Source: an optimization exercise on an open RTL-to-GDS flow (aim: small area, a short achievable clock period and few clock cycles per item). Production flows keep margins and buffers that such runs may drop.
Only simulation tests tie the RTL to the original design; equivalence was not proved.
No activity file was given, so power comes from the tool's default toggle rates.

$ cat flow/design.v
module Processor(
	input					CLOCK_50,
	input					rst,
	output	[3:0]			imem_addr,
	input	[31:0]			imem_data,
	output	reg				retire,
	output	[3:0]			flags_out,
	output	reg	[31:0]		result_out
);
integer k;
reg  [31:0]  rf [0:14];		 
reg  [14:0]  rf_v;			 
reg  [31:0]  dm [0:15];		 
reg  [15:0]  dm_v;			 
reg          fN, fZ, fC, fV;
assign flags_out = {fN, fZ, fC, fV};
reg          ir_v;			 
reg  [3:0]   ir_pc;			 
reg  [3:0]   pc_r;			 
reg  [3:0]   ir_cond;
reg  [3:0]   ir_rd;			 
reg  [3:0]   ir_off;		 
reg          k_mul;			 
reg          k_ld, k_st, k_br;
reg          k_wr;			 
reg          k_fl;			 
reg          k_arith;		 
reg          k_acv;			 
reg          k_inva, k_invb;	 
reg          k_cinc;		 
reg          k_cin1;		 
reg  [3:0]   k_tt;			 
reg  [31:0]  opn;			 
reg  [31:0]  op2;			 
reg  [31:0]  opd;			 
reg          sc_c;			 
reg          sc_v;			 
reg          mbusy;			 
reg  [31:0]  mplier;		 
reg          mprev;			 
reg pass;
always @(*) begin
	case (ir_cond)
	4'h0: pass = fZ;
	4'h1: pass = !fZ;
	4'h2: pass = fC;
	4'h3: pass = !fC;
	4'h4: pass = fN;
	4'h5: pass = !fN;
	4'h6: pass = fV;
	4'h7: pass = !fV;
	4'h8: pass = fC && !fZ;
	4'h9: pass = !fC || fZ;
	4'ha: pass = fC == fV;
	4'hb: pass = fC != fV;
	4'hc: pass = (fC == fV) && !fZ;
	4'hd: pass = (fC != fV) || fZ;
	default: pass = 1'b1;
	endcase
end
wire [3:0]  pc_inc = ir_pc + 4'd1;
wire        sc = sc_c ? fC : sc_v;
wire [31:0] mrest = mbusy ? mplier : opn;			 
wire        mlow  = mbusy && mprev;					 
wire        m_one = k_mul && (mrest[0] ^ mlow);		 
wire        m_two = k_mul && ((mrest[1] && !mrest[0] && !mlow) || (!mrest[1] && mrest[0] && mlow));	 
wire        mneg  = k_mul && mrest[1];				 
wire        selr  = k_mul && mbusy;					 
wire        seln  = !k_mul;							 
wire [31:0] src1  = ({32{selr}} & result_out) | ({32{seln}} & opn);
wire        sel1  = !k_mul || m_one;
wire        invb  = k_invb || mneg;
wire [31:0] ax = src1 ^ {32{k_inva}};
wire [31:0] ay = ((op2 & {32{sel1}}) | ({op2[30:0], 1'b0} & {32{m_two}})) ^ {32{invb}};
wire        cin = k_cinc ? fC : (k_cin1 || mneg);
wire [31:0] p0 = ax ^ ay;
wire [31:0] g0 = {ax[31:1] & ay[31:1], (ax[0] & ay[0]) | (p0[0] & cin)};
wire [31:0] g1, p1, g2, p2, g3, p3, g4, p4, g5;
genvar gi;
generate
	for (gi = 0; gi < 32; gi = gi + 1) begin : pfx
		if (gi >= 1)  begin assign g1[gi] = g0[gi] | (p0[gi] & g0[gi-1]);  assign p1[gi] = p0[gi] & ((gi == 1) ? 1'b0 : p0[gi-1]); end
		else          begin assign g1[gi] = g0[gi];                         assign p1[gi] = 1'b0; end
		if (gi >= 2)  begin assign g2[gi] = g1[gi] | (p1[gi] & g1[gi-2]);  assign p2[gi] = p1[gi] & p1[gi-2];  end
		else          begin assign g2[gi] = g1[gi];                         assign p2[gi] = 1'b0; end
		if (gi >= 4)  begin assign g3[gi] = g2[gi] | (p2[gi] & g2[gi-4]);  assign p3[gi] = p2[gi] & p2[gi-4];  end
		else          begin assign g3[gi] = g2[gi];                         assign p3[gi] = 1'b0; end
		if (gi >= 8)  begin assign g4[gi] = g3[gi] | (p3[gi] & g3[gi-8]);  assign p4[gi] = p3[gi] & p3[gi-8];  end
		else          begin assign g4[gi] = g3[gi];                         assign p4[gi] = 1'b0; end
		if (gi >= 16) begin assign g5[gi] = g4[gi] | (p4[gi] & g4[gi-16]); end
		else          begin assign g5[gi] = g4[gi];                         end
	end
endgenerate
wire [31:0] carries = {g5[30:0], cin};
wire [31:0] sum  = p0 ^ carries;
wire        cout = g5[31];
reg  [31:0] logic_r;
always @(*) for (k = 0; k < 32; k = k + 1) logic_r[k] = k_tt[{src1[k], op2[k]}];
wire [31:0] res = k_arith ? sum : logic_r;
wire newN = res[31];
wire newZ = (res == 32'b0);
wire newC = k_acv ? cout : sc;
wire newV = k_acv ? ((ax[31] == ay[31]) && (sum[31] != ax[31])) : fV;
wire mul_last = (mrest[31:1] == 31'b0) || (mrest[31:1] == 31'h7fffffff) || (op2[29:0] == 30'b0);
wire mul_more = ir_v && k_mul && pass && !mul_last;	 
wire done     = ir_v && !mul_more;					 
wire [3:0]  maddr = opn[3:0] + op2[3:0];
reg  [31:0] mdata;
always @(*) begin
	mdata = 32'b0;
	for (k = 0; k < 16; k = k + 1)
		if (maddr == k && dm_v[k]) mdata = mdata | dm[k];
end
wire [31:0] wdata = k_ld ? mdata : res;
wire wr_rd   = pass && k_wr;
wire wr_reg  = done && wr_rd && ir_rd != 4'd15;		 
wire wr_mem  = done && pass && k_st;
wire wr_flag = done && pass && k_fl;
wire [3:0]  br_tgt = ir_pc + ir_off;
wire wr_r15  = done && wr_rd && ir_rd == 4'd15;		 
wire r15_dp  = wr_r15 && !k_ld;						 
wire [3:0]  npc_fast = (k_br && pass) ? br_tgt : pc_inc;
wire [3:0]  f_pc = rst ? 4'd0 : (ir_v ? npc_fast : pc_r);
assign imem_addr = (r15_dp && !rst) ? wdata[3:0] : f_pc;
wire [31:0] f   = imem_data;
wire [3:0]  f_n = f[19:16];
wire [3:0]  f_d = f[15:12];
wire [3:0]  f_s = f[11:8];
wire [3:0]  f_m = f[3:0];
wire [3:0]  f_pc_inc = imem_addr + 4'd1;	 
wire [3:0]  f_pc_inc_s = f_pc + 4'd1;		 
wire        f_dp  = f[27:26] == 2'b00;
wire        f_ls  = f[27:26] == 2'b01;
wire        f_br  = f[27:26] == 2'b10;
wire        f_I   = f[25];
wire [3:0]  f_cmd = f[24:21];
wire        f_mul = f_dp && f[25:21] == 5'b00000 && f[7:4] == 4'b1001;
wire        f_ramt = f_dp && !f_I && f[4];		 
wire        f_dpi  = f_dp && f_I;				 
wire        f_lsi  = f_ls && !f_I;				 
wire        fwd_ok = !rst && wr_reg;
wire [14:0] rv = rst ? 15'b0 : rf_v;
reg  [31:0] rn_f, rm_f, rd_f;
reg  [7:0]  rs_f;
always @(*) begin
	rn_f = (f_n == 4'd15) ? {28'b0, f_pc_inc} : 32'b0;
	rm_f = (f_m == 4'd15) ? {28'b0, f_pc_inc_s} : 32'b0;
	rd_f = (f_d == 4'd15) ? {28'b0, f_pc_inc} : 32'b0;
	rs_f = (f_s == 4'd15) ? {4'b0, f_pc_inc_s} : 8'b0;
	for (k = 0; k < 15; k = k + 1) begin
		if (f_n == k && rv[k]) rn_f = rn_f | rf[k];
		if (f_m == k && rv[k]) rm_f = rm_f | rf[k];
		if (f_d == k && rv[k]) rd_f = rd_f | rf[k];
		if (f_s == k && rv[k]) rs_f = rs_f | rf[k][7:0];
	end
end
wire        fw_n = fwd_ok && f_n == ir_rd;
wire        fw_m = fwd_ok && f_m == ir_rd;
wire        fw_s = fwd_ok && f_s == ir_rd;
wire        fw_d = fwd_ok && f_d == ir_rd;
wire [31:0] vn_f = fw_n ? wdata : rn_f;
wire [31:0] vd_f = fw_d ? wdata : rd_f;
wire [7:0]  vs_f = fw_s ? wdata[7:0] : rs_f;
wire [63:0] imm_dbl = {24'b0, f[7:0], 24'b0, f[7:0]} >> {f[11:8], 1'b0};
wire [31:0] imm_rot = imm_dbl[31:0];
wire        sel_imm = f_dpi;
wire        sel_off = f_lsi;
wire        sel_fw  = !f_dpi && !f_lsi && fw_m;
wire        sel_rm  = !f_dpi && !f_lsi && !fw_m;
wire [31:0] vm = ({32{sel_imm}} & imm_rot) | ({32{sel_off}} & {20'b0, f[11:0]}) |
                 ({32{sel_fw}} & wdata) | ({32{sel_rm}} & rm_f);
wire [7:0]  vs = f_ramt ? vs_f : ((f_dpi || f_lsi) ? 8'd0 : {3'b0, f[11:7]});
wire        t_lsl = f[6:5] == 2'b00;
wire        t_asr = f[6:5] == 2'b10;
wire        t_ror = f[6:5] == 2'b11;
wire [4:0]  n5  = vs[4:0];
wire        big = |vs[7:5];					 
wire        nz  = |vs;						 
wire [31:0] r0 = t_lsl ? {vm[0], vm[31:1]} : vm;
wire [4:0]  rsel = n5 ^ {5{t_lsl}};
wire [31:0] r1 = rsel[0] ? {r0[0],     r0[31:1]}  : r0;
wire [31:0] r2 = rsel[1] ? {r1[1:0],   r1[31:2]}  : r1;
wire [31:0] r3 = rsel[2] ? {r2[3:0],   r2[31:4]}  : r2;
wire [31:0] r4 = rsel[3] ? {r3[7:0],   r3[31:8]}  : r3;
wire [31:0] rot = rsel[4] ? {r4[15:0], r4[31:16]} : r4;
reg  [31:0] therm;
always @(*) for (k = 0; k < 32; k = k + 1) therm[k] = (n5 > k);
reg  [31:0] sh;
reg         shc;
wire        fill = t_asr & vm[31];
always @(*) begin
	for (k = 0; k < 32; k = k + 1) begin
		if (t_ror) sh[k] = rot[k];
		else if (big || (t_lsl ? therm[k] : therm[31 - k])) sh[k] = fill;
		else sh[k] = rot[k];
	end
	if (t_lsl) shc = big ? (vs == 8'd32 ? vm[0] : 1'b0) : rot[0];
	else if (t_asr) shc = big ? vm[31] : rot[31];
	else if (t_ror) shc = rot[31];
	else shc = big ? (vs == 8'd32 ? vm[31] : 1'b0) : rot[31];
end
reg [3:0] f_tt;
always @(*) begin
	case (f_cmd)
	4'h0, 4'h8: f_tt = 4'b1000;		 
	4'h1, 4'h9: f_tt = 4'b0110;		 
	4'hc:       f_tt = 4'b1110;		 
	4'hd:       f_tt = 4'b1010;		 
	4'he:       f_tt = 4'b0100;		 
	default:    f_tt = 4'b0101;		 
	endcase
end
wire f_arith = f_mul || (f_dp && (f_cmd[3:1] == 3'b001 || f_cmd[3:1] == 3'b010 || f_cmd[3:1] == 3'b011 || f_cmd[3:1] == 3'b101));
wire f_immc  = f_dpi && f[11:8] != 4'd0;	 
wire f_r15   = !f_br && ((f_m == 4'd15 && !f_dpi && !f_lsi) || (f_s == 4'd15 && f_ramt));	 
wire bubble  = !rst && wr_r15 && (k_ld || f_r15);
always @(posedge CLOCK_50) begin
	if (rst || !mul_more) begin
		ir_v    <= !bubble;
		ir_pc   <= imem_addr;
		ir_cond <= f[31:28];
		ir_rd   <= f_d;
		ir_off  <= f[3:0];
		k_mul   <= f_mul;
		k_ld    <= f_ls && f[20];
		k_st    <= f_ls && !f[20];
		k_br    <= f_br;
		k_wr    <= f_mul || (f_dp && f_cmd[3:2] != 2'b10) || (f_ls && f[20]);
		k_fl    <= f_dp && f[20];
		k_arith <= f_arith;
		k_acv   <= f_arith && !f_mul;
		k_inva  <= !f_mul && (f_cmd == 4'h3 || f_cmd == 4'h7);
		k_invb  <= !f_mul && (f_cmd == 4'h2 || f_cmd == 4'h6 || f_cmd == 4'ha);
		k_cinc  <= !f_mul && (f_cmd == 4'h5 || f_cmd == 4'h6 || f_cmd == 4'h7);
		k_cin1  <= !f_mul && (f_cmd == 4'h2 || f_cmd == 4'h3 || f_cmd == 4'ha);
		k_tt    <= f_tt;
		opn     <= vn_f;
		opd     <= vd_f;
		op2     <= sh;
		sc_c    <= !f_immc && !nz;
		sc_v    <= f_immc ? imm_rot[31] : shc;
	end
	else begin
		op2     <= {op2[29:0], 2'b0};
	end
end
always @(posedge CLOCK_50) begin
	if (rst) begin
		retire <= 1'b0;
		mbusy  <= 1'b0;
		fN <= 1'b0; fZ <= 1'b0; fC <= 1'b0; fV <= 1'b0;
		rf_v   <= 15'b0;
		dm_v   <= 16'b0;
	end
	else begin
		retire <= done;
		mbusy  <= mul_more;
		if (wr_flag) begin fN <= newN; fZ <= newZ; fC <= newC; fV <= newV; end
		if (wr_reg) rf_v[ir_rd] <= 1'b1;
		if (wr_mem) dm_v[maddr] <= 1'b1;
	end
end
always @(posedge CLOCK_50) begin
	if (!rst && wr_reg) rf[ir_rd] <= wdata;
	if (!rst && wr_mem) dm[maddr] <= opd;
	if (wr_r15) pc_r <= wdata[3:0];
end
always @(posedge CLOCK_50) begin
	if (done) begin
		if (k_br) result_out <= {28'b0, npc_fast};
		else if (wr_rd) result_out <= (ir_rd == 4'd15) ? {28'b0, wdata[3:0]} : wdata;
		else result_out <= opd;
	end
	else if (mul_more) begin
		result_out <= sum;			 
	end
end
always @(posedge CLOCK_50) begin
	if (mul_more) begin
		mplier <= {{2{mrest[31]}}, mrest[31:2]};
		mprev  <= mrest[1];
	end
end
endmodule
$ cat flow/run.sh
#!/bin/bash
# synth_recipe.tcl (not shown) runs the flow's synth.tcl, then flattens the netlist and writes it again
# the make line also repeats each setting of config.mk as NAME=value (left out here)
make -C /OpenROAD-flow-scripts/flow DESIGN_CONFIG=/design/flow/config.mk WORK_HOME=/design/flow/orfs CLKGATE_MAP_FILE= SYNTH_SCRIPT=/design/flow/synth_recipe.tcl finish
$ cat flow/config.mk
export PLATFORM = sky130hd
export DESIGN_NAME = Processor
export DESIGN_NICKNAME = Processor
export VERILOG_FILES = /design/flow/design.v
export SDC_FILE = /design/flow/constraint.sdc
export NUM_CORES = 4
export LEC_CHECK = 0
export CAP_MARGIN = 20
export CORE_MARGIN = 2
export CORE_UTILIZATION = 30
export SETUP_SLACK_MARGIN = 5
export SLEW_MARGIN = 20
$ cat flow/constraint.sdc
create_clock -name core_clock -period 11.0 [get_ports {CLOCK_50}]
set_input_delay 2.2000 -clock core_clock [delete_from_list [all_inputs] [get_ports {CLOCK_50}]]
set_output_delay 2.2000 -clock core_clock [all_outputs]
set_load 0.01 [all_outputs]
==> flow_metrics.env, run 1 <==
export IMPL_status="timing/DRC/antenna clean"
export IMPL_synth_top_area_share_pct=54.38
export IMPL_area_delta_synth_final_pct=21.55
export IMPL_tightest_slew_ps=1248
export IMPL_core_sq_um=211900
export IMPL_ys_warn_count=1
export IMPL_stdcell_count=8579
export IMPL_synth_edf_count=1158
export IMPL_grt_max_degree=66
export IMPL_setup_tns_ps=0
export IMPL_clkLatencyLatePin_ps=840
export IMPL_ant_nets=0
export IMPL_die_w_um=465.7
export IMPL_place_gp_congestion=1.033
export IMPL_nets=5734
export IMPL_crit_type="register to primary output"
export IMPL_ys_top_cells_by_area="edfxtp_1 (54%), a22oi_1 (6.6%), a221oi_1 (2.8%), dfxtp_1 (2.2%), nor2_1 (2.2%)"
export IMPL_place_detailed_hpwl_um=199600
export IMPL_layout_common_cells="edfxtp_1 (1158), a22oi_1 (551), buf_4 (317)"
export IMPL_fin_crit_ps=6600
export IMPL_seq_area_sq_um=36170
export IMPL_cts_hold_buf=0
export IMPL_hp_class="register to register"
export IMPL_yosys_area_top_type="edfxtp_1"
export IMPL_cts_tree="yes"
export IMPL_clkSinkCount=1227
export IMPL_stdcell_area_sq_um=77720
export IMPL_clock_skew_ps=65.37
export IMPL_routed_wl_um=326600
export IMPL_cts_max_path_buffers=3
export IMPL_rows=169
export IMPL_die_height_um=465.7
export IMPL_synth_avg_cell_area_sq_um=11.65
export IMPL_die_area_sq_um=216800
export IMPL_start_kind="register"
export IMPL_vias=59610
export IMPL_wire_per_inst_um=38.07
export IMPL_syn_cell_area_sq_um=63940
export IMPL_first_pass_iters=15
export IMPL_relSlewSlack_pct=16.79
export IMPL_grt_pass1_vias=54770
export IMPL_endpoint_kind="primary output"
export IMPL_setup_violations=0
export IMPL_drive_gt1_share_pct=20.35
export IMPL_worstPathRequired_ps=8800
export IMPL_rsz0062_at_grt="yes"
export IMPL_drt_initial_drc_count=13440
export IMPL_slowest_stage="fa_2"
export IMPL_cts_max_level=4
export IMPL_path_cells="ha_4 > fa_2 > inv_4 > ha_4 > and2_4 > buf_12 > and2_4 > buf_12 > a222oi_1 > mux2i_4 > mux2_4 > nand2_4 > o41ai_4 > buf_2"
export IMPL_synth_distinct_cells=108
export IMPL_hold_viol_final=0
export IMPL_placed_area_sq_um=68550
export IMPL_avgViaCountPerCell=6.948
export IMPL_drv_slew=0
export IMPL_fmax_ghz=0.1515
export IMPL_fillerInstances=20480
export IMPL_peakVddDrop_v=0.0001675
export IMPL_layout_cells_most_common="edfxtp_1"
export IMPL_clk_pin_slew_ps=60
export IMPL_slowest_delay_ps=700
export IMPL_leakage_nw=24.78
export IMPL_antenna_found_initial=22
export IMPL_power_density_nw_per_um2=161.4
export IMPL_drc=0
export IMPL_cts_root_buf="clkbuf_16"
export IMPL_async_reset_ff_share_pct=0
export IMPL_synth_seq_cells=1227
export IMPL_period_share_pct=60.00
export IMPL_syn_nets=5577
export IMPL_synth_seq_area_share_pct=56.54
export IMPL_cts_made_buffers=131
export IMPL_start_util_pct=30.18
export IMPL_worst_path_max_fanout=8
export IMPL_io_buffer_count=74
export IMPL_grt_use_total_pct=28.53
export IMPL_num_io_pins=75
export IMPL_arrival_ps=4400
export IMPL_hold_ws_ps=462.2
export IMPL_synthCells=5490
export IMPL_maxCapViolCount=0
export IMPL_overflow=0
export IMPL_multi_input_area_sq_um=28710
export IMPL_grt_pass1_wl_um=440800
export IMPL_place_inst=8125
export IMPL_ys_flop_type="edfxtp_1"
-- final timing paths --
kind / slack (ps) / depth (start not counted) / end / startpoint
worst max-delay path: 4400 / 14 / imem_addr[3] / opn[0]
worst min-delay path: 460 / 1 / dm_v[10] / dm_v[10]
worst max register to register: 4760 / 24 / op2[13] / mbusy
worst min register to register: 460 / 1 / dm_v[10] / dm_v[10]
-- cell families (layout without fill, tap and decap cells) --
logic type / Yosys count / count (layout) / share of synthesized area [%]
other cells: 0 / 10 / 0
fa+ha+maj: 53 / 53 / 1.084
mux: 117 / 118 / 2.528
xor+xnor: 131 / 131 / 1.830
flops: 1227 / 1227 / 56.54
compound gates: 2007 / 2009 / 23.37
buf+inv: 513 / 766 / 3.311
simple gates: 1442 / 1444 / 11.34
-- per-layer routing --
layer	wire (um)	global-route usage (%)	vias to the layer above
met5	191	0.1537	-
met4	30390	20.45	18
met3	49160	10.53	1644
met2	133300	40.74	5915
met1	113500	35.34	29050
li1	-	-	22980
-- registers in the layout, summed over array words and instances, names as in the netlist, 15 cells and up --
| name | flops |
|---|---|
| opd | 32 |
| dm_v | 16 |
| mplier | 30 |
| rf | 480 |
| op2 | 32 |
| result_out | 32 |
| rf_v | 15 |
| opn | 32 |
| dm | 512 |
-- synthesized netlist by cell type (30+ instances only) --
cell type,instances
inv_1,48
nand2b_1,39
nand2_1,264
nor3_1,120
mux4_2,30
xnor2_1,72
and3_1,119
nand3_1,200
and2_1,46
clkbuf_1,329
a41oi_1,43
buf_1,37
dfxtp_1,69
nand4_1,114
nor4_1,49
a221oi_1,201
buf_2,75
o31ai_1,31
a31oi_1,58
a222oi_1,114
ha_1,49
a21oi_1,220
o211ai_1,56
mux2i_1,45
nor2_1,368
o21ai_0,201
edfxtp_1,1158
a22o_1,133
a22oi_1,565
a211oi_1,45
xor2_1,56
mux2_2,37
o22ai_1,72
-- stage by stage --
stage	power (mW)	setup slack, ps	util [%]
floorplan	6.603	4988	-
global placement	7.530	2936	32.31
detailed placement	7.532	2790	32.35
CTS	12.25	4294	35.66
global route	12.78	4314	36.67
finish	12.55	4400	36.68
-- critical path: cells and delay by family (launching register included) --
kind | cells | cell delay (ps)
compound gates | 2 | 550
simple gates | 3 | 420
buf+inv | 4 | 520
mux | 2 | 570
flops | 1 | 430
fa+ha+maj | 3 | 1110
-- what timing repair did --
| action | 4_1_cts | 5_1_grt |
|---|---|---|
| pin swaps | 70 | 116 |
| cloned | 17 | 7 |
| endpoints found under the setup margin | 75 | 37 |
| setup buffers | 101 | 84 |
| resized for setup | 375 | 304 |
-- power breakdown --
| part | internal, mW | switching [mW] | total (mW) | leakage (nW) |
|---|---|---|---|---|
| combinational | 0.835 | 1.72 | 2.55 | 11.2 |
| clock | 2.51 | 2.02 | 4.53 | 2.07 |
| sequential | 5.28 | 0.180 | 5.46 | 11.5 |
| total | 8.63 | 3.92 | 12.5 | 24.8 |
-- area by class of cell --
type	count	share of cell area, %
diodes	10	0.03220
multi-input cells	3755	36.94
repair inverters	1	0.006440
inverters	52	0.2705
well taps	2821	4.542
clock inverters	76	1.167
clock buffers	158	4.389
flip-flops and latches	1227	46.54
repair buffers	479	6.119
Testbench counts, summed over its fixed seeds: cycles 3,368, instrs 3,072.
==> inputs of run 2 (changes only) <==
--- a/flow/design.v
+++ b/flow/design.v
@@ -160,7 +160,7 @@
 wire        fw_d = fwd_ok && f_d == ir_rd;
 wire [31:0] vn_f = fw_n ? wdata : rn_f;
 wire [31:0] vd_f = fw_d ? wdata : rd_f;
-wire [7:0]  vs_f = fw_s ? wdata[7:0] : rs_f;
+wire [7:0]  vs_f = fw_s ? res[7:0] : rs_f;	 
 wire [63:0] imm_dbl = {24'b0, f[7:0], 24'b0, f[7:0]} >> {f[11:8], 1'b0};
 wire [31:0] imm_rot = imm_dbl[31:0];
 wire        sel_imm = f_dpi;
@@ -168,7 +168,7 @@
 wire        sel_fw  = !f_dpi && !f_lsi && fw_m;
 wire        sel_rm  = !f_dpi && !f_lsi && !fw_m;
 wire [31:0] vm = ({32{sel_imm}} & imm_rot) | ({32{sel_off}} & {20'b0, f[11:0]}) |
-                 ({32{sel_fw}} & wdata) | ({32{sel_rm}} & rm_f);
+                 ({32{sel_fw}} & res) | ({32{sel_rm}} & rm_f);
 wire [7:0]  vs = f_ramt ? vs_f : ((f_dpi || f_lsi) ? 8'd0 : {3'b0, f[11:7]});
 wire        t_lsl = f[6:5] == 2'b00;
 wire        t_asr = f[6:5] == 2'b10;
@@ -213,7 +213,8 @@
 wire f_arith = f_mul || (f_dp && (f_cmd[3:1] == 3'b001 || f_cmd[3:1] == 3'b010 || f_cmd[3:1] == 3'b011 || f_cmd[3:1] == 3'b101));
 wire f_immc  = f_dpi && f[11:8] != 4'd0;	 
 wire f_r15   = !f_br && ((f_m == 4'd15 && !f_dpi && !f_lsi) || (f_s == 4'd15 && f_ramt));	 
-wire bubble  = !rst && wr_r15 && (k_ld || f_r15);
+wire f_lduse = k_ld && ((fw_m && !f_dpi && !f_lsi) || (fw_s && f_ramt));
+wire bubble  = !rst && ((wr_r15 && (k_ld || f_r15)) || f_lduse);
 always @(posedge CLOCK_50) begin
 	if (rst || !mul_more) begin
 		ir_v    <= !bubble;
@@ -263,7 +264,7 @@
 always @(posedge CLOCK_50) begin
 	if (!rst && wr_reg) rf[ir_rd] <= wdata;
 	if (!rst && wr_mem) dm[maddr] <= opd;
-	if (wr_r15) pc_r <= wdata[3:0];
+	if (bubble) pc_r <= wr_r15 ? wdata[3:0] : imem_addr;
 end
 always @(posedge CLOCK_50) begin
 	if (done) begin
--- a/flow/config.mk
+++ b/flow/config.mk
@@ -5,8 +5,10 @@
 export SDC_FILE = /design/flow/constraint.sdc
 export NUM_CORES = 4
 export LEC_CHECK = 0
+export ABC_AREA = 1
 export CAP_MARGIN = 20
 export CORE_MARGIN = 2
 export CORE_UTILIZATION = 30
+export CTS_BUF_LIST = sky130_fd_sc_hd__clkbuf_8
 export SETUP_SLACK_MARGIN = 5
 export SLEW_MARGIN = 20
==> flow_metrics.env, run 2 <==
export IMPL_status="timing/DRC/antenna clean"
export IMPL_num_io_pins=75
export IMPL_finalPower_mw=11.79
export IMPL_place_gp_congestion=1.034
export IMPL_synthCells=6539
export IMPL_cts_made_buffers=208
export IMPL_setup_violations=0
export IMPL_r2r_start="opn[0]"
export IMPL_arrival_ps=4910
export IMPL_fmax_ghz=0.1407
export IMPL_fin_crit_ps=7107
export IMPL_clock_skew_ps=111.7
export IMPL_setup_tns_ps=0
export IMPL_overflow=0
export IMPL_cts_root_buf="clkbuf_8"
export IMPL_die_area_sq_um=215200
export IMPL_slowest_delay_ps=700
export IMPL_crit_type="register to primary output"
export IMPL_cts_max_level=4
export IMPL_layout_cells_most_common="nand2_1"
export IMPL_die_w_um=463.9
export IMPL_maxCapViolCount=0
export IMPL_nets=6980
export IMPL_place_detailed_hpwl_um=219600
export IMPL_routed_wl_um=345200
export IMPL_yosys_area_top_type="edfxtp_1"
export IMPL_rows=168
export IMPL_rsz0062_at_grt="yes"
export IMPL_syn_cell_area_sq_um=63450
export IMPL_largest_reg_flops=512
export IMPL_grt_max_degree=104
export IMPL_start_util_pct=30.22
export IMPL_leakage_nw=28.56
export IMPL_worst_path_max_fanout=6
export IMPL_path_delay_family="simple AND/OR/NAND/NOR gates"
export IMPL_grt_pass1_wl_um=461000
export IMPL_synth_edf_count=1158
export IMPL_synth_seq_cells=1227
export IMPL_cts_tree="yes"
export IMPL_hp_start="rf_v[0]"
export IMPL_synthMuxAreaShare_pct=0
export IMPL_synth_xor_area_share_pct=1.477
export IMPL_synth_simple_area_share_pct=16.40
export IMPL_synth_avg_cell_area_sq_um=9.704
export IMPL_placed_area_sq_um=68580
export IMPL_yosysMostFrequentCell="nand2_1"
export IMPL_io_buffer_count=74
export IMPL_peakVddDrop_v=0.0001210
export IMPL_finalWorstSetupSlack_ps=3893
export IMPL_layout_common_cells="nand2_1 (1202), edfxtp_1 (1158), inv_1 (739)"
export IMPL_period_share_pct=64.61
export IMPL_grt_use_total_pct=30.47
export IMPL_hold_viol_final=0
export IMPL_hp_class="register to register"
export IMPL_synth_fa_ha_area_share_pct=1.092
export IMPL_yosys_top_cells_count="nand2_1 (1258), edfxtp_1 (1158), inv_1 (714)"
export IMPL_stdcell_area_sq_um=76470
export IMPL_drt_initial_drc_count=11210
export IMPL_slowest_stage="fa_2"
export IMPL_ys_warn_count=1
export IMPL_path_cells="ha_4 > fa_2 > inv_4 > ha_4 > nand2_4 > nor2_4 > inv_2 > nor2_4 > buf_12 > buf_12 > nand2_2 > nand4_1 > nor2_1 > nand4_1 > o21a_4 > nand2_2 > o21ai_4 > buf_2"
export IMPL_core_sq_um=210000
export IMPL_ys_flop_type="edfxtp_1"
export IMPL_synth_top_area_share_pct=54.80
export IMPL_area_delta_synth_final_pct=20.51
export IMPL_critPathBufInv=5
export IMPL_first_pass_iters=8
export IMPL_avgViaCountPerCell=6.262
export IMPL_largest_register="dm"
export IMPL_drv_slew=0
export IMPL_drc=0
export IMPL_power_density_nw_per_um2=154.2
export IMPL_async_reset_ff_share_pct=0
export IMPL_start_kind="register"
export IMPL_hold_ws_ps=490.2
export IMPL_cts_max_path_buffers=3
export IMPL_worstPathRequired_ps=8800
export IMPL_vias=61940
export IMPL_antenna_found_initial=39
export IMPL_clkLatencyLatePin_ps=1070
export IMPL_synth_seq_area_share_pct=56.98
export IMPL_endpoint_kind="primary output"
export IMPL_relSlewSlack_pct=5.398
export IMPL_cts_hold_buf=0
export IMPL_ys_top_cells_by_area="edfxtp_1 (55%), nand2_1 (7.4%), inv_1 (4.2%), nand3_1 (4.1%), o22ai_1 (3.3%)"
export IMPL_startpoint="opn[0]"
export IMPL_synth_distinct_cells=69
export IMPL_die_height_um=463.9
export IMPL_reg_top3="dm (512), rf (480)"
export IMPL_wire_per_inst_um=34.90
export IMPL_clkSinkCount=1227
export IMPL_drive_gt1_share_pct=15.40
export IMPL_place_ws_ps=2335
export IMPL_syn_nets=6626
export IMPL_clk_pin_slew_ps=60
export IMPL_synth_compound_area_share_pct=17.45
export IMPL_tightest_slew_ps=1408
export IMPL_grt_pass1_vias=56340
export IMPL_ant_nets=0
export IMPL_synth_top_family_by_area="compound AO/OA/AOI/OAI gates"
[run 2: changes by cell type in the layout (fill, tap and decap cells not counted), moves of 101 or more]
| cell | previous run | this run |
|---|---|---|
| nand2_1 | 254 | 1202 |
| inv_1 | 43 | 739 |
| a22oi_1 | 551 | 105 |
| o22ai_1 | 51 | 336 |
| nand3_1 | 192 | 475 |
| o21ai_0 | 161 | 388 |
| clkbuf_8 | 1 | 214 |
| clkbuf_16 | 136 | 6 |
| a222oi_1 | 114 | 0 |
| and3_1 | 102 | 1 |
[run 2: worst paths after layout]
path	endpoint	cells after the start	slack, ps
worst max-delay path	imem_addr[3]	18	3890
worst max register to register	dm[0][8]	46	3950
worst min register to register	rf_v[0]	2	490
worst min-delay path	rf_v[0]	2	490
[run 2: where the power goes]
part	internal, mW	leakage [nW]	switching (mW)
clock	2.08	2.33	2.10
sequential	5.28	11.5	0.142
combinational	0.621	14.7	1.57
total	7.98	28.6	3.81
[run 2: worst min-delay path, delay by kind of cell (launching register included)]
| kind | cells | cell delay [ps] |
|---|---|---|
| flops | 1 | 300 |
| compound gates | 1 | 80 |
| buf+inv | 1 | 60 |
[run 2: through the flow]
stage,util [%],std cells
6_report,36.41,9891
5_1_grt,36.39,9874
4_1_cts,35.60,9801
3_5_place_dp,32.66,9295
3_3_place_gp,32.65,9293
2_1_floorplan,-,6539
[run 2: cell type report]
class	count	area (sq um)
Tap cell	2805	3510
Fill cell	20820	133500
Clock buffer	214	2945
Antenna cell	20	50.05
Inverter	742	2972
Clock inverter	169	1141
Sequential cell	1227	36160
Timing Repair inverter	3	21.27
Timing Repair Buffer	472	4402
Multi-Input combinational cell	4239	25260
[run 2: layer usage]
metal,routed length (um),up-vias,GRT usage (%)
met4,27290,36,18.54
met1,126400,30160,38.78
li1,-,24780,-
met2,142300,5516,44.22
met5,446,-,0
met3,48760,1438,10.64
[run 2: repair_timing]
| action | 4_1_cts | 5_1_grt |
|---|---|---|
| gates cloned | 10 | 10 |
| gates resized for setup | 278 | 243 |
| pin swaps | 45 | 60 |
| endpoints found under the setup margin | 353 | 110 |
| buffers inserted | 113 | 59 |
[run 2: kinds of logic after synthesis]
logic type	Yosys count
fa+ha+maj	53
flops	1227
compound gates	1652
simple gates	2427
xor+xnor	104
buf+inv	1076
Testbench counts of run 2, summed over its fixed seeds: cycles 3,376, instrs 3,072.
==> inputs of run 3 (changes only) <==
--- a/flow/design.v
+++ b/flow/design.v
@@ -235,8 +235,6 @@
 		k_cinc  <= !f_mul && (f_cmd == 4'h5 || f_cmd == 4'h6 || f_cmd == 4'h7);
 		k_cin1  <= !f_mul && (f_cmd == 4'h2 || f_cmd == 4'h3 || f_cmd == 4'ha);
 		k_tt    <= f_tt;
-		opn     <= vn_f;
-		opd     <= vd_f;
 		op2     <= sh;
 		sc_c    <= !f_immc && !nz;
 		sc_v    <= f_immc ? imm_rot[31] : shc;
@@ -244,6 +242,10 @@
 	else begin
 		op2     <= {op2[29:0], 2'b0};
 	end
+end
+always @(posedge CLOCK_50) begin
+	opn <= vn_f;
+	opd <= vd_f;
 end
 always @(posedge CLOCK_50) begin
 	if (rst) begin
--- a/flow/config.mk
+++ b/flow/config.mk
@@ -9,6 +9,5 @@
 export CAP_MARGIN = 20
 export CORE_MARGIN = 2
 export CORE_UTILIZATION = 30
-export CTS_BUF_LIST = sky130_fd_sc_hd__clkbuf_8
 export SETUP_SLACK_MARGIN = 5
 export SLEW_MARGIN = 20
==> flow_metrics.env, run 3 <==
export IMPL_hold_viol_final=0
export IMPL_area_delta_synth_final_pct=20.45
export IMPL_ys_warn_count=1
export IMPL_reg_top3="dm (512), rf (480)"
export IMPL_fin_crit_ps=6502
export IMPL_grt_max_degree=68
export IMPL_core_sq_um=209200
export IMPL_drv_slew=0
export IMPL_clk_pin_slew_ps=60
export IMPL_drt_initial_drc_count=11410
export IMPL_die_w_um=462.3
export IMPL_ys_top_cells_by_area="edfxtp_1 (52%), nand2_1 (7.8%), nand3_1 (4.4%), dfxtp_1 (4.2%), inv_1 (4.2%)"
export IMPL_cts_tree="yes"
export IMPL_async_reset_ff_share_pct=0
export IMPL_finalWorstSetupSlack_ps=4498
export IMPL_cts_root_buf="clkbuf_16"
export IMPL_antenna_found_initial=29
export IMPL_layout_common_cells="nand2_1 (1264), edfxtp_1 (1094), inv_1 (659)"
export IMPL_avgViaCountPerCell=6.264
export IMPL_first_pass_iters=9
export IMPL_endpoint_kind="primary output"
export IMPL_dr_max_layer_used="met5"
export IMPL_cts_max_level=4
export IMPL_stdcell_count=9765
export IMPL_seq_area_sq_um=35530
export IMPL_start_util_pct=30.13
export IMPL_syn_nets=6680
export IMPL_fillerInstances=20780
export IMPL_place_gp_congestion=1.060
export IMPL_hold_ws_ps=490.8
export IMPL_hp_class="register to register"
export IMPL_synth_edf_count=1094
export IMPL_synth_distinct_cells=71
export IMPL_yosys_top_cells_count="nand2_1 (1302), edfxtp_1 (1094), inv_1 (699)"
export IMPL_wire_per_inst_um=34.29
export IMPL_synth_top_area_share_pct=52.13
export IMPL_peakVddDrop_v=0.0001376
export IMPL_rsz0062_at_grt="yes"
export IMPL_cts_max_path_buffers=3
export IMPL_arrival_ps=4300
export IMPL_grt_use_total_pct=29.66
export IMPL_layout_cells_most_common="nand2_1"
export IMPL_grt_pass1_vias=55550
export IMPL_die_height_um=462.3
export IMPL_place_detailed_hpwl_um=214000
export IMPL_tightest_slew_ps=1278
export IMPL_overflow=0
export IMPL_relSlewSlack_pct=13.91
export IMPL_clkSinkCount=1227
export IMPL_clock_skew_ps=47.95
export IMPL_synthCells=6593
export IMPL_place_ws_ps=2844
export IMPL_status="timing/DRC/antenna clean"
export IMPL_setup_violations=0
export IMPL_yosys_area_top_type="edfxtp_1"
export IMPL_synth_seq_area_share_pct=56.35
export IMPL_setup_tns_ps=0
export IMPL_place_inst=9337
export IMPL_ys_flop_type="edfxtp_1"
export IMPL_crit_type="register to primary output"
export IMPL_routed_wl_met3_um=47590
export IMPL_vias=61170
export IMPL_worstPathRequired_ps=8800
export IMPL_largest_register="dm"
export IMPL_ant_nets=0
export IMPL_largest_reg_flops=512
export IMPL_io_buffer_count=74
export IMPL_start_kind="register"
export IMPL_power_density_nw_per_um2=158.2
export IMPL_num_io_pins=75
export IMPL_cts_made_buffers=134
export IMPL_maxCapViolCount=0
export IMPL_drive_gt1_share_pct=13.53
export IMPL_drc=0
export IMPL_routed_wl_um=334800
export IMPL_synth_avg_cell_area_sq_um=9.559
export IMPL_leakage_nw=27.62
export IMPL_nets=6928
export IMPL_routed_wl_met2_um=136000
export IMPL_yosysMostFrequentCell="nand2_1"
export IMPL_wl_met1_um=119500
export IMPL_period_share_pct=59.11
export IMPL_die_area_sq_um=213800
export IMPL_synth_seq_cells=1227
export IMPL_syn_cell_area_sq_um=63020
export IMPL_worst_path_max_fanout=7
export IMPL_rows=168
export IMPL_grt_pass1_wl_um=448500
export IMPL_clkLatencyLatePin_ps=810
export IMPL_multi_input_area_sq_um=25130
export IMPL_fmax_ghz=0.1538
==> run 3: cell count changes in the layout (fill, tap and decap cells not counted), moves of 29 or more <==
cell	delta
nand3_1	+30
edfxtp_1	-64
buf_4	-37
a221oi_1	-29
dfxtp_1	+62
clkbuf_1	+29
inv_1	-80
nand2_1	+62
clkinv_1	-33
clkbuf_16	+139
clkbuf_8	-209
==> run 3: cells by family (layout without fill, tap and decap cells) <==
group / count (synthesis) / after routing / synth area share, %
other: 0 / 14 / 0
XOR/XNOR: 108 / 109 / 1.543
AO/OA/AOI/OAI: 1632 / 1632 / 17.20
adder cells (fa/ha/maj): 53 / 53 / 1.100
AND/OR/NAND/NOR: 2503 / 2508 / 17.17
buffers and inverters: 1070 / 1417 / 6.633
flip-flops: 1227 / 1227 / 56.35
==> run 3: worst paths after layout <==
check | start | endpoint | slack (ps) | cells past startpoint
worst min-delay path | rf_v[0] | rf_v[0] | 490 | 2
worst max register to register | k_mul | opn[17] | 4880 | 18
worst min register to register | rf_v[0] | rf_v[0] | 490 | 2
worst max-delay path | op2[0] | imem_addr[1] | 4500 | 16
==> run 3: timing repair <==
item                       CTS  global route
gates resized for setup    287           172
hold buffers                 0             0
pin swaps                   40            62
hold endpoints to repair     0             0
buffers inserted            92            55
setup endpoints to repair  331            62
cloned                      18             8
==> run 3: power by group <==
part	internal (mW)	switching, mW	total, mW
Combinational	0.543	1.49	2.03
Clock	2.62	1.98	4.60
Sequential	5.24	0.129	5.37
Total	8.41	3.60	12.0
==> run 3: final cells by class <==
cell class	instances	area share, %
antenna	14	0.04615
clock buffer	173	4.816
clock inverter	68	0.9527
inverter	734	3.852
multi-input combinational	4302	33.11
sequential	1227	46.81
tap	2805	4.623
timing repair buffer	439	5.754
timing repair inverter	3	0.03461
==> run 3: metrics by stage <==
step           total power, mW  area [sq um]  utilization, %
2_1_floorplan            6.310         63030               -
4_1_cts                  11.83         74570           35.65
3_3_place_gp             7.180         67870           32.45
6_report                 12.01         75910           36.29
3_5_place_dp             7.178         67910           32.47
5_1_grt                  12.23         75880           36.28
==> run 3: critical path: stages, from the launching register on <==
cell and delay [ps]:
dfxtp_4 360, ha_4 160, fa_2 330, or2_2 320, nand2_4 150, inv_1 140, nor2_4 250, nand3_1 230
inv_2 210, nand2_1 100, o21ai_1 190, a221oi_4 70, nand4_1 420, o21a_4 250, nand2_2 70, o21ai_4 130
buf_6 150
==> run 3: layer usage <==
metal,vias up,track usage (%)
met1,29510,37.02
li1,24620,-
met5,-,0
met3,1556,10.15
met4,26,21.42
met2,5454,42.54
Testbench counts of run 3, summed over its fixed seeds: cycles 3,376, instrs 3,072.
==> inputs of run 4 (changes only) <==
--- a/flow/design.v
+++ b/flow/design.v
@@ -121,7 +121,7 @@
 wire r15_dp  = wr_r15 && !k_ld;						 
 wire [3:0]  npc_fast = (k_br && pass) ? br_tgt : pc_inc;
 wire [3:0]  f_pc = rst ? 4'd0 : (ir_v ? npc_fast : pc_r);
-assign imem_addr = (r15_dp && !rst) ? wdata[3:0] : f_pc;
+assign imem_addr = (r15_dp && !rst) ? res[3:0] : f_pc;	 
 wire [31:0] f   = imem_data;
 wire [3:0]  f_n = f[19:16];
 wire [3:0]  f_d = f[15:12];
==> flow_metrics.env, run 4 <==
export IMPL_drc=0
export IMPL_peakVddDrop_v=0.0001557
export IMPL_rsz0062_at_grt="yes"
export IMPL_cts_root_buf="clkbuf_16"
export IMPL_rows=168
export IMPL_seq_power_share_pct=44.9
export IMPL_drt_initial_drc_count=11810
export IMPL_synth_edf_count=1094
export IMPL_top_usage_layer="met2"
export IMPL_met1_usage_pct=37.80
export IMPL_die_w_um=464.3
export IMPL_grt_max_degree=68
export IMPL_power_frac_comb_pct=15.6
export IMPL_switching_share_pct=29.56
export IMPL_cts_tree="yes"
export IMPL_synth_distinct_cells=66
export IMPL_regToRegEndpoint="op2[23]"
export IMPL_drv_slew=0
export IMPL_ys_warn_count=1
export IMPL_syn_nets=6866
export IMPL_synth_seq_area_share_pct=55.87
export IMPL_hp_class="register to register"
export IMPL_endpoint_kind="primary output"
export IMPL_clkSinkCount=1227
export IMPL_place_inst=9511
export IMPL_setup_violations=0
export IMPL_grt_use_met2_pct=42.37
export IMPL_rr_worst_depth=34
export IMPL_start_kind="register"
export IMPL_crit_type="register to primary output"
export IMPL_maxCapViolCount=0
export IMPL_first_pass_iters=10
export IMPL_cts_max_level=4
export IMPL_largest_reg_flops=512
export IMPL_arrival_ps=4100
export IMPL_area_delta_synth_final_pct=18.41
export IMPL_synth_top_area_share_pct=51.68
export IMPL_fmax_ghz=0.1588
export IMPL_nets=7033
export IMPL_r2r_setup_slack_ps=4890
export IMPL_placed_area_sq_um=68500
export IMPL_setup_tns_ps=0
export IMPL_layout_cells_most_common="nand2_1"
export IMPL_leakage_nw=27.15
export IMPL_syn_cell_area_sq_um=63570
export IMPL_routed_wl_um=332700
export IMPL_place_ws_ps=2816
export IMPL_yosys_area_top_type="edfxtp_1"
export IMPL_die_height_um=464.3
export IMPL_grt_pass1_wl_um=449900
export IMPL_synth_avg_cell_area_sq_um=9.377
export IMPL_r2r_start="ir_cond[1]"
export IMPL_cts_hold_buf=0
export IMPL_clk_pin_slew_ps=60
export IMPL_crit_end="imem_addr[3]"
export IMPL_finish_utilization_pct=35.81
export IMPL_finalWorstSetupSlack_ps=4704
export IMPL_finalPower_mw=11.97
export IMPL_avgViaCountPerCell=6.197
export IMPL_vias=61270
export IMPL_grt_use_total_pct=29.50
export IMPL_clock_skew_ps=70.52
export IMPL_drive_gt1_share_pct=11.96
export IMPL_power_internal_mw=8.431
export IMPL_hold_viol_final=0
export IMPL_fin_crit_ps=6296
export IMPL_yosys_top_cells_count="nand2_1 (1510), edfxtp_1 (1094), inv_1 (734)"
export IMPL_async_reset_ff_share_pct=0
export IMPL_die_area_sq_um=215600
export IMPL_largest_register="dm"
export IMPL_hp_start="dm_v[0]"
export IMPL_switching_power_mw=3.538
export IMPL_worstPathRequired_ps=8800
export IMPL_status="timing/DRC/antenna clean"
export IMPL_period_share_pct=57.23
export IMPL_cts_max_path_buffers=3
export IMPL_wire_per_inst_um=33.65
export IMPL_relSlewSlack_pct=14.79
export IMPL_antenna_found_initial=26
export IMPL_synth_seq_cells=1227
export IMPL_cts_made_buffers=137
export IMPL_io_buffer_count=74
export IMPL_grt_pass1_vias=55380
export IMPL_worst_path_max_fanout=4
export IMPL_layout_common_cells="nand2_1 (1470), edfxtp_1 (1094), inv_1 (696)"
export IMPL_start_util_pct=30.24
export IMPL_pwr_share_clk_pct=39.5
export IMPL_stdcell_area_sq_um=75270
export IMPL_tightest_slew_ps=1271
export IMPL_ys_top_cells_by_area="edfxtp_1 (52%), nand2_1 (8.9%), inv_1 (4.3%), dfxtp_1 (4.2%), nand3_1 (3.7%)"
export IMPL_reg_top3="dm (512), rf (480)"
export IMPL_clkLatencyLatePin_ps=840
export IMPL_place_detailed_hpwl_um=212100
export IMPL_gr_usage_met3_pct=10.05
export IMPL_hold_ws_ps=465.0
export IMPL_power_density_nw_per_um2=159.0
export IMPL_ys_flop_type="edfxtp_1"
export IMPL_startpoint="ir_cond[1]"
export IMPL_num_io_pins=75
export IMPL_synthCells=6779
export IMPL_place_gp_congestion=1.031
export IMPL_yosysMostFrequentCell="nand2_1"
export IMPL_fillerInstances=21150
export IMPL_core_sq_um=210200
export IMPL_ant_nets=0
export IMPL_stdcell_count=9887
export IMPL_overflow=0
run 4: layout make-up:
cell class | count | area, sq um | share of cell area (%)
clock buffer | 167 | 3643 | 4.841
inverter | 764 | 3007 | 3.994
timing repair buffer | 370 | 3311 | 4.398
antenna | 27 | 67.56 | 0.08976
sequential | 1227 | 35520 | 47.19
timing repair inverter | 5 | 50.05 | 0.06649
tap | 2805 | 3510 | 4.663
clock inverter | 81 | 914.6 | 1.215
multi-input combinational | 4441 | 25250 | 33.54
run 4: critical path, cell delays in order, from the launching register on:
cell,delay (ps)
edfxtp_1,460
inv_2,130
nand2_1,70
nor2_1,130
nand3_2,110
nand3_4,110
inv_2,50
nand2_4,120
inv_2,60
nor2_4,210
inv_4,80
nor2_4,130
ha_4,230
a21oi_4,160
nand2_4,70
xor2_4,250
inv_1,80
nand4_1,120
nand2_1,80
nand2_2,110
nand2_2,90
o21ai_2,170
buf_6,160
buf_6,110
run 4: worst min-delay path by stage:
stage / cells after the start / endpoint / slack (ps)
floorplan: 2 / rf_v[0] / 420
global placement: 2 / dm_v[0] / 440
detailed placement: 2 / dm_v[0] / 470
CTS: 2 / dm_v[0] / 470
global route: 2 / dm_v[0] / 480
finish: 2 / dm_v[0] / 470
run 4: power groups by stage:
stage / sequential (mW) / clock (mW) / combinational, mW
floorplan: 5.38 / 0 / 0.886
global placement: 5.46 / 0 / 1.66
detailed placement: 5.46 / 0 / 1.66
CTS: 5.37 / 4.76 / 1.72
global route: 5.37 / 4.92 / 1.94
finish: 5.37 / 4.73 / 1.87
run 4: kinds of logic (layout without fill, tap and decap cells):
kind of cell,after synthesis,count (layout),share of synthesized area (%)
compound gates,1627,1627,16.99
flops,1227,1227,55.87
fa+ha+maj,53,53,1.090
other cells,0,27,0
xor+xnor,107,107,1.533
buf+inv,1112,1387,6.806
simple gates,2653,2654,17.71
run 4: layer usage:
metal	wire length, um	vias up
met4	26820	16
li1	-	24890
met3	46650	1442
met1	122600	29470
met5	111	-
met2	136500	5450
run 4: repair_timing:
item	CTS	global route
resized for setup	195	163
pin swaps	33	51
setup buffers	62	24
setup endpoints to repair	544	70
gates cloned	11	2
Testbench counts of run 4, summed over its fixed seeds: cycles 3,376, instrs 3,072.
==> inputs of run 5 (changes only) <==
--- a/flow/config.mk
+++ b/flow/config.mk
@@ -8,6 +8,6 @@
 export ABC_AREA = 1
 export CAP_MARGIN = 20
 export CORE_MARGIN = 2
-export CORE_UTILIZATION = 30
+export CORE_UTILIZATION = 35
 export SETUP_SLACK_MARGIN = 5
 export SLEW_MARGIN = 20
==> flow_metrics.env, run 5 <==
export IMPL_die_w_um=430.2
export IMPL_leakage_nw=27.21
export IMPL_syn_cell_area_sq_um=63570
export IMPL_switching_share_pct=29.89
export IMPL_power_density_nw_per_um2=158.7
export IMPL_core_sq_um=180500
export IMPL_cts_hold_buf=0
export IMPL_multi_input_area_sq_um=25240
export IMPL_vias=60840
export IMPL_relSlewSlack_pct=12.47
export IMPL_wire_per_inst_um=34.54
export IMPL_hp_class="register to register"
export IMPL_yosys_area_top_type="edfxtp_1"
export IMPL_crit_type="register to primary output"
export IMPL_dr_max_layer_used="met5"
export IMPL_reg_top3="dm (512), rf (480)"
export IMPL_rsz0062_at_grt="yes"
export IMPL_start_kind="register"
export IMPL_layout_common_cells="nand2_1 (1469), edfxtp_1 (1094), inv_1 (699)"
export IMPL_io_buffer_count=74
export IMPL_cts_made_buffers=138
export IMPL_worst_path_max_fanout=9
export IMPL_area_delta_synth_final_pct=17.64
export IMPL_ys_flop_type="edfxtp_1"
export IMPL_grt_pass1_vias=55420
export IMPL_first_pass_iters=13
export IMPL_status="timing/DRC/antenna clean"
export IMPL_peakVddDrop_v=0.0001779
export IMPL_cts_root_buf="clkbuf_16"
export IMPL_drt_initial_drc_count=11040
export IMPL_power_internal_mw=8.319
export IMPL_wl_met1_um=118700
export IMPL_avgViaCountPerCell=6.433
export IMPL_arrival_ps=4000
export IMPL_fin_crit_ps=6199
export IMPL_fillerInstances=17390
export IMPL_worstPathRequired_ps=8800
export IMPL_clkLatencyLatePin_ps=840
export IMPL_largest_reg_flops=512
export IMPL_routed_wl_met2_um=133800
export IMPL_grt_max_degree=64
export IMPL_clkSinkCount=1227
export IMPL_setup_violations=0
export IMPL_ys_warn_count=1
export IMPL_overflow=0
export IMPL_tightest_slew_ps=1311
export IMPL_hold_viol_final=0
export IMPL_die_area_sq_um=185100
export IMPL_fmax_ghz=0.1613
export IMPL_clock_skew_ps=59.33
export IMPL_place_detailed_hpwl_um=210300
export IMPL_nets=7050
export IMPL_drc=0
export IMPL_synth_top_area_share_pct=51.68
export IMPL_ys_top_cells_by_area="edfxtp_1 (52%), nand2_1 (8.9%), inv_1 (4.3%), dfxtp_1 (4.2%), nand3_1 (3.7%)"
export IMPL_antenna_found_initial=28
export IMPL_yosysMostFrequentCell="nand2_1"
export IMPL_seq_area_sq_um=35530
export IMPL_maxCapViolCount=0
export IMPL_rows=156
export IMPL_yosys_top_cells_count="nand2_1 (1510), edfxtp_1 (1094), inv_1 (734)"
export IMPL_drv_slew=0
export IMPL_num_io_pins=75
export IMPL_die_height_um=430.2
export IMPL_drive_gt1_share_pct=12.13
export IMPL_place_gp_congestion=1.062
export IMPL_hold_ws_ps=449.1
export IMPL_async_reset_ff_share_pct=0
export IMPL_synth_seq_cells=1227
export IMPL_switching_power_mw=3.547
export IMPL_setup_tns_ps=0
export IMPL_pwr_share_clk_pct=39.3
export IMPL_layout_cells_most_common="nand2_1"
export IMPL_synth_edf_count=1094
export IMPL_period_share_pct=56.36
export IMPL_routed_wl_met3_um=45550
export IMPL_seq_power_share_pct=45.2
export IMPL_syn_nets=6866
export IMPL_clk_pin_slew_ps=60
export IMPL_synth_avg_cell_area_sq_um=9.377
export IMPL_synth_seq_area_share_pct=55.87
export IMPL_synth_distinct_cells=66
export IMPL_power_frac_comb_pct=15.4
export IMPL_ant_nets=0
export IMPL_grt_use_total_pct=34.05
export IMPL_endpoint_kind="primary output"
export IMPL_grt_pass1_wl_um=443400
export IMPL_start_util_pct=35.21
export IMPL_routed_wl_um=326600
export IMPL_synthCells=6779
export IMPL_cts_max_level=4
export IMPL_cts_max_path_buffers=3
export IMPL_largest_register="dm"
export IMPL_cts_tree="yes"
[run 5: cell counts after synthesis]
No cell type changed its count.
[run 5: cell families (layout without fill, tap and decap cells)]
kind of cell	Yosys count	in the layout	synth area share (%)
buffers and inverters	1112	1406	6.806
DFF	1227	1227	55.87
xor gates and xnor gates	107	107	1.533
other	0	13	0
and+or+nand+nor	2653	2654	17.71
adders and majority gates	53	53	1.090
AOI/OAI and AO/OA	1627	1627	16.99
[run 5: layer usage]
metal | global-route usage (%) | vias up
met5 | 0 | -
met4 | 23.24 | 34
met3 | 11.92 | 1441
met2 | 48.91 | 5097
met1 | 42.88 | 29360
li1 | - | 24910
[run 5: final timing paths]
path | start | end | slack, ps | cells after the start
min | dm_v[0] | dm_v[0] | 450 | 2
max | mbusy | imem_addr[1] | 4800 | 13
max reg2reg | ir_cond[1] | sc_v | 5010 | 39
min reg2reg | dm_v[0] | dm_v[0] | 450 | 2
[run 5: per-stage QoR]
step | total power, mW | setup WS, ps | cells | util (%) | area (sq um)
floorplan | 6.266 | 5184 | 6779 | - | 63570
global placement | 7.084 | 1961 | 9062 | 37.60 | 67890
detailed placement | 7.080 | 2118 | 9062 | 37.61 | 67910
CTS | 11.74 | 4843 | 9417 | 40.97 | 73970
global route | 12.11 | 4681 | 9446 | 41.40 | 74750
finish | 11.87 | 4801 | 9457 | 41.42 | 74780
[run 5: critical path, cell delays in order, from the launching register on]
cell     delay, ps
dfxtp_4        470
buf_4          160
buf_8          130
nand2_1         60
nand2_1        150
nand2_4        120
a22o_1         220
fa_2           430
fa_2           670
inv_1           70
o21ai_2        290
o21ai_2        130
buf_6          150
buf_6          110
[run 5: final cells by class]
cell class              instances  share of cell area [%]
repair inverters                7                 0.07027
multi-input cells            4441                   33.75
inverters                     764                   4.012
well taps                    2370                   3.965
flip-flops and latches       1227                   47.51
clock buffers                 182                   4.921
clock inverters                69                   1.074
repair buffers                384                   4.661
diodes                         13                 0.04350
[run 5: repair_timing]
| action | in CTS | in global routing |
|---|---|---|
| endpoints found under the setup margin | 599 | 43 |
| buffers inserted | 90 | 24 |
| cloned | 14 | 2 |
| resized for setup | 204 | 134 |
| pin swaps | 41 | 41 |
[run 5: power groups by stage]
| stage | clock [mW] | combinational, mW | sequential, mW |
|---|---|---|---|
| finish | 4.67 | 1.83 | 5.37 |
| CTS | 4.68 | 1.69 | 5.36 |
| floorplan | 0 | 0.886 | 5.38 |
| global placement | 0 | 1.62 | 5.46 |
| detailed placement | 0 | 1.62 | 5.46 |
| global route | 4.86 | 1.89 | 5.36 |

separate check: timing with driven ports:
No port has a modelled driver above. Below, the same layouts with a new extraction and two added sets of constraints. Step 1 assumes that a clkbuf_16 drives the clock port and a buf_2 every other input. Step 2 times the ports against the registers' clock, not the clock port: input delays grow and output delays shrink by t, the midpoint of the rising clock arrivals with the driver on. Slacks: no drivers / after step 1 / after step 2; pairs: no drivers / after step 1.
run	t, ns	setup WS [ns]	cell pins on the clock port's net
run 1	0.886	4.400 / 4.317 / 3.712	1
run 2	1.093	3.893 / 3.811 / 3.951	1
run 3	0.874	4.498 / 4.413 / 4.205	1
run 4	0.889	4.704 / 4.619 / 4.096	1
run 5	0.893	4.801 / 4.716 / 4.082	1
After both steps setup and hold are still met in every run listed. For run 5, which loses most, drivers alone change the setup slack by -0.085 ns; drivers and shift together by -0.719 ns.
